Source: an optimization exercise on an open RTL-to-GDS flow (aim: small area, a short achievable clock period and few clock cycles per item). Production flows keep margins and buffers that such runs may drop.
At most, simulation tests tie the RTL to the original design; equivalence was not proved.

==> run K <==
// net_4_8_12_16_16_1_10
module net_4_8_12_16_16_1_10 (clk, reset, input_valid, input_ready, input_data, output_valid, output_ready, output_data);
input clk, reset, input_valid, output_ready;
input signed [15:0] input_data;
output logic signed [15:0] output_data;
output output_valid, input_ready;
function automatic logic [6:0] rom_a(input logic [3:0] c, input int j);
  logic [6:0] w;
  w = 7'd0;
  case (j)
    0: case (c)
      4'd0: w = 7'b1000010;   
      4'd1: w = 7'b1000001;   
      4'd2: w = 7'b1001001;   
      4'd3: w = 7'b0100010;   
      4'd4: w = 7'b0001010;   
      4'd5: w = 7'b0000000;   
      4'd6: w = 7'b0101010;   
      4'd7: w = 7'b0011010;   
      4'd8: w = 7'b0000010;   
      4'd9: w = 7'b0001000;   
      4'd10: w = 7'b0001001;   
      4'd11: w = 7'b0101010;   
      4'd12: w = 7'b0000001;   
      4'd13: w = 7'b0000010;   
      4'd14: w = 7'b0100010;   
      4'd15: w = 7'b1000010;   
      default: w = 7'd0;
    endcase
    1: case (c)
      4'd0: w = 7'b1101010;   
      4'd1: w = 7'b1111010;   
      4'd2: w = 7'b1110110;   
      4'd3: w = 7'b1100010;   
      4'd4: w = 7'b0001010;   
      4'd5: w = 7'b0101000;   
  ...
Settings: LEC_CHECK=0, ABC_CLOCK_PERIOD_IN_PS=2500, CAP_MARGIN=20, CORE_MARGIN=2, CORE_UTILIZATION=40, SETUP_SLACK_MARGIN=5, SLEW_MARGIN=20; clock period 10.0 ns.
run.sh (not shown) runs the stock make flow with config.mk's settings and CLKGATE_MAP_FILE= SYNTH_SCRIPT=/design/flow/synth_recipe.tcl, a recipe that flattens the netlist after the stock synthesis.
==> run Z: changes against run K <==
--- a/flow/design.v
+++ b/flow/design.v
@@ -428,56 +428,71 @@
     default: w = 7'd0;
   endcase
   rom_b = w;
 endfunction
   logic [3:0] c;            
   logic       v0, v1, v2;   
   logic [2:0] wcnt;         
+  logic       lch;          
   logic       pvalid;       
+  logic       used;         
   logic       skv;          
+  logic       starve;       
   logic       adv;          
+  logic       ir;           
+  logic       ov;           
   logic       empty, take, launch;
   assign pvalid = (c >= 4'd14) ? v1 : v2;
-  assign adv    = ~skv;
+  assign starve = lch & (((c == 4'd0) & (wcnt <= 3'd1)) | ((c == 4'd1) & (wcnt <= 3'd2)) |
+                         ((c == 4'd2) & (wcnt <= 3'd3)));
+  assign adv    = ~skv & ~starve;
   assign empty  = ~(v0 | v1 | v2);
-  assign input_ready = ~wcnt[2] & ~(v0 & ({1'b0, c} < 5'(wcnt) + 5'd8));
-  assign take   = input_valid & input_ready;
-  assign launch = adv & wcnt[2] & (c == 4'd15);
+  assign input_ready = ir;
+  assign take   = input_valid & ir;
+  assign launch = adv & ~lch & (wcnt[2] | (empty & (wcnt != 3'd0))) & (c == 4'd15);
   logic [3:0] c_n;
-  logic       v0_n, v1_n, v2_n, skv_n;
+  logic [2:0] wcnt_n, w1;
+  logic       v0_n, v1_n, v2_n, skv_n, lch_n, used_n;
   always_comb begin
     c_n = c; v0_n = v0; v1_n = v1; v2_n = v2;
+    w1 = wcnt + 3'(take);
+    wcnt_n = w1; lch_n = lch;
+    if (launch | lch) begin
+      if (w1 == 3'd4) begin
+        wcnt_n = 3'd0; lch_n = 1'b0;
+      end else
+        lch_n = 1'b1;
+    end
     if (adv) begin
       c_n = (empty & ~launch) ? 4'd15 : c + 4'd1;
       if (c == 4'd15) begin
         v0_n = launch; v1_n = v0; v2_n = v1;
       end
     end
-    skv_n = skv ? ~output_ready : (pvalid & ~output_ready);
+    skv_n  = skv ? ~output_ready : (adv & pvalid & ~used & ~output_ready);
+    used_n = adv ? 1'b0 : skv ? used : (used | (pvalid & output_ready));
   end
-  logic ov;       
-  logic skv_o;    
+  always_ff @(posedge clk) c <= c_n;
   always_ff @(posedge clk) begin
     if (reset) begin
-      c <= 4'd15;
       v0 <= 1'b0; v1 <= 1'b0; v2 <= 1'b0;
       wcnt <= 3'd0;
+      lch <= 1'b0;
+      ir <= 1'b1;
       skv <= 1'b0;
-      skv_o <= 1'b0;
+      used <= 1'b0;
       ov <= 1'b0;
     end else begin
-      if (launch)
-        wcnt <= 3'd0;
-      else if (take)
-        wcnt <= wcnt + 3'd1;
-      c <= c_n;
+      wcnt <= wcnt_n;
+      lch <= lch_n;
       v0 <= v0_n; v1 <= v1_n; v2 <= v2_n;
+      ir <= ~wcnt_n[2] & (lch_n | ~(v0_n & ({1'b0, c_n} < 5'(wcnt_n) + 5'd8)));
       skv <= skv_n;
-      skv_o <= skv_o ? ~output_ready : (ov & ~output_ready);
-      ov <= skv_n | ((c_n >= 4'd14) ? v1_n : v2_n);
+      used <= used_n;
+      ov <= skv_n | (((c_n >= 4'd14) ? v1_n : v2_n) & ~used_n);
     end
   end
   logic [15:0] xm [4];
   logic        xs [4];
   always_ff @(posedge clk)
     if (take) begin
       xm[wcnt[1:0]] <= input_data[15] ? 16'(-input_data) : input_data;
@@ -654,13 +669,19 @@
   always_ff @(posedge clk) if (adv) rb[10] <= ab[10];
   logic [6:0] b11_w; logic [15:0] b11_pm, b11_qm; logic b11_s, b11_qs;
   assign b11_w = rom_b(c, 11);
   fcn_prod #(15) b11_p (.h(h2[11]), .hs(1'b0), .wc(b11_w[5:0]), .t(b11_pm), .s(b11_s));
   always_ff @(posedge clk) if (adv) begin b11_qm <= b11_pm; b11_qs <= b11_s; end
   fcn_acc b11_a (.t(b11_qm), .s(b11_qs), .acc_in(dl[3]), .acc_out(ab[11]));
   always_ff @(posedge clk) if (adv) begin dl[0] <= rb[10]; dl[1] <= dl[0]; dl[2] <= dl[1]; dl[3] <= dl[2]; end
-  logic [14:0] yreg, skd;
-  always_ff @(posedge clk) if (adv) yreg <= ab[11][15] ? 15'd0 : ab[11][14:0];
-  always_ff @(posedge clk) if (~skv) skd <= yreg;
+  logic [14:0] ynew, oreg, skd;
+  assign ynew = ab[11][15] ? 15'd0 : ab[11][14:0];
+  always_ff @(posedge clk) begin
+    if (skv) begin
+      if (output_ready) oreg <= skd;
+    end else if (adv & ~(pvalid & ~used & ~output_ready))
+      oreg <= ynew;
+  end
+  always_ff @(posedge clk) if (~skv) skd <= ynew;
   assign output_valid = ov;
-  assign output_data  = {1'b0, skv_o ? skd : yreg};
+  assign output_data  = {1'b0, oreg};
 endmodule
==> flow/flow/run.sh (new file) <==
#!/bin/bash
set -euo pipefail
bash standard.sh SETUP_SLACK_MARGIN=6 finish > flow_make.log 2>&1
==> flow/standard.sh (new file) <==
#!/bin/bash
# synth_recipe.tcl (not shown) runs the flow's synth.tcl, then flattens the netlist and writes it again
# the make line also repeats each setting of config.mk as NAME=value (left out here)
make -C /OpenROAD-flow-scripts/flow DESIGN_CONFIG=/design/flow/config.mk WORK_HOME=/design/flow/orfs CLKGATE_MAP_FILE= SYNTH_SCRIPT=/design/flow/synth_recipe.tcl "${@:-finish}"
ABC_AREA = 1   (was not set)
ABC_CLOCK_PERIOD_IN_PS = not set   (was 2500)
CORE_UTILIZATION = 55   (was 40)
GPL_ROUTABILITY_DRIVEN = 0   (was not set)
GPL_TIMING_DRIVEN = 1   (was not set)
TNS_END_PERCENT = 100   (was not set)
removed: flow/run.sh
==> summary.txt <==
metric                                                                         run Z                    run K
Status                                                       complete, no violations  complete, no violations
Slowest stage cell on the critical path                              clkdlybuf4s50_1                  o31ai_1
Die width                                                                   405.8 µm                 462.7 µm
Non-clock buffer contribution to total cell area                             0.7266%                   1.049%
Endpoint of the most critical register-to-register path                    b6_qm[12]                 b6_qm[9]
Crit path arrival time                                                       1.94 ns                  5.45 ns
Average size of a mapped cell                                              8.462 µm²                10.44 µm²
Grt met2 use                                                                  49.04%                   32.75%
Most frequent cell after synthesis                                           nand2_1                 edfxtp_1
Filler cell count in the final layout                                          14470                    19740
Synthesized flop and latch total                                                1231                     1229
Multi-input gate share of total cell area                                     49.29%                   50.37%
Synthesized net count                                                          11190                     8761
Layout Nets                                                                    11130                     8706
Testbench counts of run K, summed over its fixed seeds: cycles 3,352, items 192.
Testbench counts of run Z, summed over its fixed seeds: cycles 3,328, items 192.


==> run a: inputs <==
net_4_8_12_16_16_1_10, a different RTL version from the one above (not shown whole).
clock: 10.0 ns
lec_check: 0
cap_margin: 20
core_margin: 2
core_utilization: 40
slew_margin: 20
Stock flow here: none of the scripts above is used.
==> inputs of run b, as changes to run a <==
==> flow/design.v (replaced) <==
module fcn_mac_u #(parameter FIRST = 0) (
  input  logic [14:0]        h,
  input  logic signed [3:0]  w,
  input  logic signed [15:0] acc_in,
  output logic signed [15:0] acc_out
);
  logic signed [19:0] p;
  logic signed [15:0] ps, hs;
  logic signed [16:0] sum;
  always_comb begin
    hs = {1'b0, h};
    p = hs * w;
    ps = (p > 20'sd32767) ? 16'sh7fff : (p < -20'sd32768) ? 16'sh8000 : p[15:0];
    sum = (FIRST ? 17'sd0 : {acc_in[15], acc_in}) + {ps[15], ps};
    acc_out = (sum[16] != sum[15]) ? {sum[16], {15{~sum[16]}}} : sum[15:0];
  end
endmodule
module fcn_mac_s #(parameter FIRST = 0) (
  input  logic signed [15:0] x,
  input  logic signed [3:0]  w,
  input  logic signed [15:0] acc_in,
  output logic signed [15:0] acc_out
);
  logic signed [19:0] p;
  logic signed [15:0] ps;
  logic signed [16:0] sum;
  always_comb begin
    p = x * w;
    ps = (p > 20'sd32767) ? 16'sh7fff : (p < -20'sd32768) ? 16'sh8000 : p[15:0];
    sum = (FIRST ? 17'sd0 : {acc_in[15], acc_in}) + {ps[15], ps};
    acc_out = (sum[16] != sum[15]) ? {sum[16], {15{~sum[16]}}} : sum[15:0];
  end
endmodule
module net_4_8_12_16_16_1_10 (clk, reset, input_valid, input_ready, input_data, output_valid, output_ready, output_data);
input clk, reset, input_valid, output_ready;
input signed [15:0] input_data;
output logic signed [15:0] output_data;
output output_valid, input_ready;
function automatic logic signed [3:0] l1_w(input logic [3:0] c, input int j);
  logic signed [3:0] w;
  w = 4'sd0;
  case (j)
    0: case (c)
      4'd0: w = 4'sd1;
      4'd1: w = 4'sd1;
      4'd2: w = 4'sd2;
      4'd3: w = 4'sd6;
      4'd4: w = 4'sd4;
      4'd5: w = 4'sd7;
      4'd6: w = -4'sd2;
      4'd7: w = 4'sd4;
      default: w = 4'sd0;
    endcase
    1: case (c)
      4'd1: w = -4'sd5;
      4'd2: w = -4'sd3;
      4'd3: w = -4'sd7;
      4'd4: w = -4'sd1;
      4'd5: w = -4'sd7;
      4'd6: w = 4'sd7;
      4'd7: w = 4'sd4;
      4'd8: w = 4'sd2;
      default: w = 4'sd0;
    endcase
    2: case (c)
      4'd2: w = -4'sd8;
      4'd3: w = 4'sd7;
      4'd4: w = 4'sd5;
      4'd5: w = 4'sd7;
      4'd6: w = 4'sd6;
      4'd7: w = 4'sd3;
      4'd8: w = 4'sd1;
      4'd9: w = -4'sd4;
      default: w = 4'sd0;
    endcase
    3: case (c)
      4'd3: w = -4'sd7;
      4'd4: w = 4'sd4;
      4'd5: w = 4'sd7;
      4'd6: w = 4'sd5;
      4'd7: w = 4'sd7;
      4'd8: w = -4'sd8;
      4'd9: w = 4'sd1;
      4'd10: w = -4'sd3;
      default: w = 4'sd0;
    endcase
    default: w = 4'sd0;
  endcase
  l1_w = w;
endfunction
function automatic logic signed [3:0] l2_w(input logic [3:0] c, input int j);
  logic signed [3:0] w;
  w = 4'sd0;
  case (j)
    0: case (c)
      4'd4: w = 4'sd5;
      4'd5: w = 4'sd0;
      4'd6: w = -4'sd5;
      4'd7: w = 4'sd3;
      4'd8: w = 4'sd1;
      4'd9: w = 4'sd4;
      4'd10: w = 4'sd6;
      4'd11: w = -4'sd5;
      4'd12: w = 4'sd2;
      4'd13: w = 4'sd1;
      4'd14: w = -4'sd1;
      4'd15: w = -4'sd1;
      default: w = 4'sd0;
    endcase
    1: case (c)
      4'd0: w = 4'sd5;
      4'd5: w = -4'sd4;
      4'd6: w = 4'sd7;
      4'd7: w = -4'sd6;
      4'd8: w = 4'sd5;
      4'd9: w = -4'sd5;
      4'd10: w = 4'sd2;
      4'd11: w = 4'sd2;
      4'd12: w = -4'sd1;
      4'd13: w = 4'sd1;
      4'd14: w = 4'sd7;
      4'd15: w = 4'sd0;
      default: w = 4'sd0;
    endcase
    2: case (c)
      4'd0: w = 4'sd0;
      4'd1: w = 4'sd5;
      4'd6: w = -4'sd1;
      4'd7: w = -4'sd5;
      4'd8: w = -4'sd5;
      4'd9: w = -4'sd8;
      4'd10: w = 4'sd2;
      4'd11: w = 4'sd0;
      4'd12: w = -4'sd5;
      4'd13: w = 4'sd2;
      4'd14: w = 4'sd0;
      4'd15: w = -4'sd2;
      default: w = 4'sd0;
    endcase
    3: case (c)
      4'd0: w = -4'sd3;
      4'd1: w = 4'sd7;
      4'd2: w = -4'sd5;
      4'd7: w = -4'sd2;
      4'd8: w = -4'sd2;
      4'd9: w = -4'sd5;
      4'd10: w = -4'sd1;
      4'd11: w = -4'sd5;
      4'd12: w = -4'sd5;
      4'd13: w = 4'sd7;
      4'd14: w = 4'sd2;
      4'd15: w = -4'sd4;
      default: w = 4'sd0;
    endcase
    4: case (c)
      4'd0: w = -4'sd2;
      4'd1: w = 4'sd3;
      4'd2: w = 4'sd7;
      4'd3: w = -4'sd4;
      4'd8: w = 4'sd2;
      4'd9: w = -4'sd1;
      4'd10: w = -4'sd7;
      4'd11: w = -4'sd1;
      4'd12: w = 4'sd2;
      4'd13: w = 4'sd4;
      4'd14: w = 4'sd0;
      4'd15: w = 4'sd4;
      default: w = 4'sd0;
    endcase
    5: case (c)
      4'd0: w = -4'sd1;
      4'd1: w = 4'sd7;
      4'd2: w = 4'sd5;
      4'd3: w = 4'sd7;
      4'd4: w = 4'sd3;
      4'd9: w = -4'sd2;
      4'd10: w = -4'sd6;
      4'd11: w = 4'sd6;
      4'd12: w = -4'sd4;
      4'd13: w = 4'sd5;
      4'd14: w = 4'sd4;
      4'd15: w = -4'sd2;
      default: w = 4'sd0;
    endcase
    6: case (c)
      4'd0: w = -4'sd1;
      4'd1: w = 4'sd6;
      4'd2: w = -4'sd2;
      4'd3: w = -4'sd3;
      4'd4: w = -4'sd5;
      4'd5: w = 4'sd0;
      4'd10: w = -4'sd6;
      4'd11: w = -4'sd5;
      4'd12: w = -4'sd5;
      4'd13: w = 4'sd4;
      4'd14: w = -4'sd1;
      4'd15: w = -4'sd1;
      default: w = 4'sd0;
    endcase
    7: case (c)
      4'd0: w = -4'sd8;
      4'd1: w = -4'sd5;
      4'd2: w = -4'sd3;
      4'd3: w = -4'sd6;
      4'd4: w = 4'sd1;
      4'd5: w = -4'sd6;
      4'd6: w = 4'sd7;
      4'd11: w = -4'sd4;
      4'd12: w = -4'sd5;
      4'd13: w = -4'sd1;
      4'd14: w = -4'sd4;
      4'd15: w = -4'sd6;
      default: w = 4'sd0;
    endcase
    default: w = 4'sd0;
  endcase
  l2_w = w;
endfunction
function automatic logic signed [3:0] l3_w(input logic [3:0] c, input int j);
  logic signed [3:0] w;
  w = 4'sd0;
  case (j)
    0: case (c)
      4'd0: w = -4'sd1;
      4'd1: w = 4'sd6;
      4'd2: w = -4'sd3;
      4'd3: w = -4'sd5;
      4'd4: w = 4'sd2;
      4'd5: w = -4'sd8;
      4'd6: w = -4'sd4;
      4'd7: w = -4'sd4;
      4'd8: w = -4'sd6;
      4'd9: w = 4'sd6;
      4'd10: w = -4'sd7;
      4'd11: w = -4'sd6;
      4'd12: w = -4'sd4;
      4'd13: w = -4'sd8;
      4'd14: w = -4'sd1;
      4'd15: w = 4'sd0;
      default: w = 4'sd0;
    endcase
    1: case (c)
      4'd0: w = -4'sd7;
      4'd1: w = -4'sd6;
      4'd2: w = 4'sd0;
      4'd3: w = -4'sd4;
      4'd4: w = -4'sd5;
      4'd5: w = 4'sd2;
      4'd6: w = 4'sd1;
      4'd7: w = 4'sd6;
      4'd8: w = -4'sd8;
      4'd9: w = 4'sd6;
      4'd10: w = -4'sd3;
      4'd11: w = 4'sd2;
      4'd12: w = 4'sd6;
      4'd13: w = -4'sd8;
      4'd14: w = -4'sd5;
      4'd15: w = 4'sd2;
      default: w = 4'sd0;
    endcase
    2: case (c)
      4'd0: w = 4'sd7;
      4'd1: w = 4'sd6;
      4'd2: w = -4'sd4;
      4'd3: w = 4'sd3;
      4'd4: w = 4'sd2;
      4'd5: w = -4'sd3;
      4'd6: w = -4'sd7;
      4'd7: w = 4'sd1;
      4'd8: w = 4'sd2;
      4'd9: w = 4'sd7;
      4'd10: w = 4'sd7;
      4'd11: w = -4'sd1;
      4'd12: w = 4'sd5;
      4'd13: w = -4'sd7;
      4'd14: w = -4'sd5;
      4'd15: w = 4'sd5;
      default: w = 4'sd0;
    endcase
    3: case (c)
      4'd0: w = -4'sd1;
      4'd1: w = 4'sd3;
      4'd2: w = -4'sd7;
      4'd3: w = 4'sd4;
      4'd4: w = -4'sd3;
      4'd5: w = -4'sd5;
      4'd6: w = 4'sd7;
      4'd7: w = 4'sd3;
      4'd8: w = 4'sd0;
      4'd9: w = -4'sd8;
      4'd10: w = 4'sd1;
      4'd11: w = 4'sd1;
      4'd12: w = -4'sd7;
      4'd13: w = -4'sd2;
      4'd14: w = 4'sd5;
      4'd15: w = 4'sd2;
      default: w = 4'sd0;
    endcase
    4: case (c)
      4'd0: w = 4'sd7;
      4'd1: w = 4'sd3;
      4'd2: w = -4'sd3;
      4'd3: w = -4'sd4;
      4'd4: w = 4'sd3;
      4'd5: w = -4'sd2;
      4'd6: w = -4'sd2;
      4'd7: w = 4'sd2;
      4'd8: w = -4'sd5;
      4'd9: w = 4'sd3;
      4'd10: w = 4'sd1;
      4'd11: w = 4'sd3;
      4'd12: w = 4'sd7;
      4'd13: w = 4'sd1;
      4'd14: w = 4'sd0;
      4'd15: w = -4'sd5;
      default: w = 4'sd0;
    endcase
    5: case (c)
      4'd0: w = -4'sd4;
      4'd1: w = 4'sd2;
      4'd2: w = -4'sd3;
      4'd3: w = -4'sd1;
      4'd4: w = 4'sd3;
      4'd5: w = -4'sd7;
      4'd6: w = 4'sd7;
      4'd7: w = -4'sd3;
      4'd8: w = -4'sd5;
      4'd9: w = -4'sd8;
      4'd10: w = -4'sd4;
      4'd11: w = 4'sd1;
      4'd12: w = 4'sd3;
      4'd13: w = 4'sd5;
      4'd14: w = -4'sd2;
      4'd15: w = -4'sd8;
      default: w = 4'sd0;
    endcase
    6: case (c)
      4'd0: w = -4'sd2;
      4'd1: w = -4'sd7;
      4'd2: w = 4'sd5;
      4'd3: w = -4'sd2;
      4'd4: w = 4'sd2;
      4'd5: w = -4'sd3;
      4'd6: w = 4'sd0;
      4'd7: w = 4'sd3;
      4'd8: w = 4'sd5;
      4'd9: w = -4'sd8;
      4'd10: w = -4'sd7;
      4'd11: w = 4'sd3;
      4'd12: w = -4'sd6;
      4'd13: w = -4'sd4;
      4'd14: w = 4'sd2;
      4'd15: w = -4'sd1;
      default: w = 4'sd0;
    endcase
    7: case (c)
      4'd0: w = 4'sd5;
      4'd1: w = 4'sd2;
      4'd2: w = -4'sd7;
      4'd3: w = 4'sd0;
      4'd4: w = 4'sd2;
      4'd5: w = 4'sd2;
      4'd6: w = -4'sd4;
      4'd7: w = -4'sd6;
      4'd8: w = 4'sd6;
      4'd9: w = 4'sd6;
      4'd10: w = 4'sd1;
      4'd11: w = 4'sd0;
      4'd12: w = 4'sd7;
      4'd13: w = -4'sd5;
      4'd14: w = 4'sd3;
      4'd15: w = -4'sd5;
      default: w = 4'sd0;
    endcase
    8: case (c)
      4'd0: w = 4'sd3;
      4'd1: w = -4'sd2;
      4'd2: w = 4'sd7;
      4'd3: w = 4'sd1;
      4'd4: w = 4'sd1;
      4'd5: w = -4'sd3;
      4'd6: w = -4'sd1;
      4'd7: w = 4'sd6;
      4'd8: w = 4'sd3;
      4'd9: w = -4'sd7;
      4'd10: w = -4'sd1;
      4'd11: w = 4'sd4;
      4'd12: w = -4'sd3;
      4'd13: w = -4'sd1;
      4'd14: w = -4'sd5;
      4'd15: w = -4'sd4;
      default: w = 4'sd0;
    endcase
    9: case (c)
      4'd0: w = 4'sd6;
      4'd1: w = -4'sd3;
      4'd2: w = -4'sd2;
      4'd3: w = -4'sd3;
      4'd4: w = 4'sd0;
      4'd5: w = -4'sd5;
      4'd6: w = 4'sd1;
      4'd7: w = 4'sd6;
      4'd8: w = -4'sd6;
      4'd9: w = -4'sd1;
      4'd10: w = 4'sd1;
      4'd11: w = -4'sd6;
      4'd12: w = 4'sd3;
      4'd13: w = 4'sd3;
      4'd14: w = -4'sd8;
      4'd15: w = -4'sd5;
      default: w = 4'sd0;
    endcase
    10: case (c)
      4'd0: w = 4'sd7;
      4'd1: w = -4'sd5;
      4'd2: w = -4'sd5;
      4'd3: w = -4'sd2;
      4'd4: w = -4'sd5;
      4'd5: w = -4'sd6;
      4'd6: w = 4'sd5;
      4'd7: w = 4'sd5;
      4'd8: w = -4'sd4;
      4'd9: w = 4'sd3;
      4'd10: w = 4'sd6;
      4'd11: w = 4'sd7;
      4'd12: w = 4'sd2;
      4'd13: w = 4'sd6;
      4'd14: w = 4'sd4;
      4'd15: w = 4'sd6;
      default: w = 4'sd0;
    endcase
    11: case (c)
      4'd0: w = -4'sd7;
      4'd1: w = -4'sd2;
      4'd2: w = -4'sd8;
      4'd3: w = -4'sd4;
      4'd4: w = -4'sd7;
      4'd5: w = 4'sd6;
      4'd6: w = -4'sd6;
      4'd7: w = -4'sd4;
      4'd8: w = 4'sd4;
      4'd9: w = -4'sd2;
      4'd10: w = 4'sd2;
      4'd11: w = -4'sd7;
      4'd12: w = -4'sd3;
      4'd13: w = -4'sd5;
      4'd14: w = -4'sd6;
      4'd15: w = 4'sd3;
      default: w = 4'sd0;
    endcase
    default: w = 4'sd0;
  endcase
  l3_w = w;
endfunction
  logic [3:0] c;            
  logic       v0, v1, v2;   
  logic [2:0] wcnt;         
  logic       ovalid, adv, empty, take, full_next, launch;
  assign ovalid = c[3] ? v1 : v2;
  assign adv    = ~(ovalid & ~output_ready);
  assign empty  = ~(v0 | v1 | v2);
  assign input_ready = ~wcnt[2] & ~(v0 & ({1'b0, c} < 5'(wcnt) + 5'd8));
  assign take      = input_valid & input_ready;
  assign full_next = wcnt[2] | (wcnt[1] & wcnt[0] & take);
  assign launch    = adv & full_next & (empty | (c == 4'd15));
  always_ff @(posedge clk) begin
    if (reset) begin
      c <= 4'd0;
      v0 <= 1'b0; v1 <= 1'b0; v2 <= 1'b0;
      wcnt <= 3'd0;
    end else begin
      if (launch)
        wcnt <= 3'd0;
      else if (take)
        wcnt <= wcnt + 3'd1;
      if (adv) begin
        c <= launch ? 4'd0 : c + 4'd1;
        if (launch | (c == 4'd15)) begin
          v0 <= launch; v1 <= v0; v2 <= v1;
        end
      end
    end
  end
  assign output_valid = ovalid;
  logic signed [15:0] x [4];
  always_ff @(posedge clk)
    if (take) x[wcnt[1:0]] <= input_data;
  logic signed [15:0] a1 [4];    
  logic signed [15:0] r1 [3];    
  for (genvar j = 0; j < 4; j++) begin : g_l1
    fcn_mac_s #(.FIRST(j == 0)) u (.x(x[j]), .w(l1_w(c, j)), .acc_in(j == 0 ? 16'sd0 : r1[j == 0 ? 0 : j-1]), .acc_out(a1[j]));
    if (j < 3) begin : g_r
      always_ff @(posedge clk) if (adv) r1[j] <= a1[j];
    end
  end
  logic [14:0] h1bus;
  assign h1bus = a1[3][15] ? 15'd0 : a1[3][14:0];
  logic [14:0] h1 [8];
  logic signed [15:0] a2 [8];
  logic signed [15:0] r2 [7];
  for (genvar j = 0; j < 8; j++) begin : g_l2
    always_ff @(posedge clk) if (adv && c == 4'(3 + j)) h1[j] <= h1bus;
    fcn_mac_u #(.FIRST(j == 0)) u (.h(h1[j]), .w(l2_w(c, j)), .acc_in(j == 0 ? 16'sd0 : r2[j == 0 ? 0 : j-1]), .acc_out(a2[j]));
    if (j < 7) begin : g_r
      always_ff @(posedge clk) if (adv) r2[j] <= a2[j];
    end
  end
  logic [14:0] h2bus;
  assign h2bus = a2[7][15] ? 15'd0 : a2[7][14:0];
  logic [14:0] h2 [12];
  logic signed [15:0] a3 [12];
  logic signed [15:0] r3 [11];
  for (genvar j = 0; j < 12; j++) begin : g_l3
    always_ff @(posedge clk) if (adv && c == 4'((11 + j) % 16)) h2[j] <= h2bus;
    fcn_mac_u #(.FIRST(j == 0)) u (.h(h2[j]), .w(l3_w(c, j)), .acc_in(j == 0 ? 16'sd0 : r3[j == 0 ? 0 : j-1]), .acc_out(a3[j]));
    if (j < 11) begin : g_r
      always_ff @(posedge clk) if (adv) r3[j] <= a3[j];
    end
  end
  logic [14:0] yreg;
  always_ff @(posedge clk) if (adv) yreg <= a3[11][15] ? 15'd0 : a3[11][14:0];
  assign output_data = {1'b0, yreg};
endmodule
==> reports/metrics.csv <==
metric,value,unit
status,timing/DRC/antenna clean,
multi-input gate share of total cell area,66.5,%
WL final,244000,um
reg-to-reg endpoint,h2[11][6],
via count,71714,
largest reg by FF count,h2,
post-synthesis cell area,95500,um^2
Seq/total area,22.9,%
Unique masters post-synth,114,
Non-Clock Inverter Count,683,
Placed Area,99400,um^2
first-pass GRT wire length,394000,um
met2 WL,114000,um
largest net degree at the start of global routing,93,
top-count cell post-synth,ha_1,
most frequent cells in the layout,"1280 x ha_1, 920 x and2_1, 718 x a21oi_1",
post-synthesis xor/xnor area fraction,5.07,%
post-synthesis sequential area ratio,24.7,%
Source of the figures above: run b

==> reports/metrics.csv <==
metric,value,unit
largest reg by FF count,pm3,
status,timing/DRC/antenna clean,
first-pass GRT wire length,404000,um
Unique masters post-synth,131,
Non-Clock Inverter Count,429,
met2 WL,121000,um
top-count cell post-synth,a21oi_1,
post-synthesis xor/xnor area fraction,9.88,%
via count,77926,
largest net degree at the start of global routing,166,
multi-input gate share of total cell area,56.4,%
reg-to-reg endpoint,pm1[1][12],
Source of the figures above: run a

Testbench counts of run b, summed over its fixed seeds: cycles 3,296, items 192.
Only the layout flow was run in run a; the RTL was not checked for function there.

-- static timing again, ports no longer ideal --
In the flow no input, the clock included, has a driving cell. The finished layouts below were timed again as built, in two steps. Step 1 sets driving cells, clkbuf_16 on the clock port and buf_2 on the other inputs (assumed; they add their load-dependent delay and slew). Step 2, shift: input delay + t, output delay - t, t = (earliest + latest rising clock arrival at the registers) / 2. This alone moves slack from input paths to output paths. a / b / c = no drivers / after step 1 / after step 2; a / b = the first two.
| run | t, ns | slack for setup (ns) | hold WS [ns] | slew at the worst register clock pin (ns) | cell pins on the clock port's net |
|---|---|---|---|---|---|
| run K | 0.873 | 5.207 / 5.174 / 4.399 | 0.414 / 0.414 / 0.414 | 0.07 / 0.07 | 1 |
| run Z | 0.864 | 6.056 / 5.969 / 5.509 | 0.415 / 0.415 / 0.415 | 0.07 / 0.07 | 1 |
| run a | 0.911 | 1.989 / 1.989 / 1.989 | 0.487 / 0.487 / 0.487 | 0.07 / 0.07 | 1 |
| run b | 0.845 | 1.442 / 1.442 / 1.442 | 0.508 / 0.508 / 0.508 | 0.07 / 0.07 | 1 |
After both steps every run listed still meets setup and hold. For run K, which loses most, drivers alone change the setup slack by -0.033 ns; drivers and shift together by -0.808 ns.
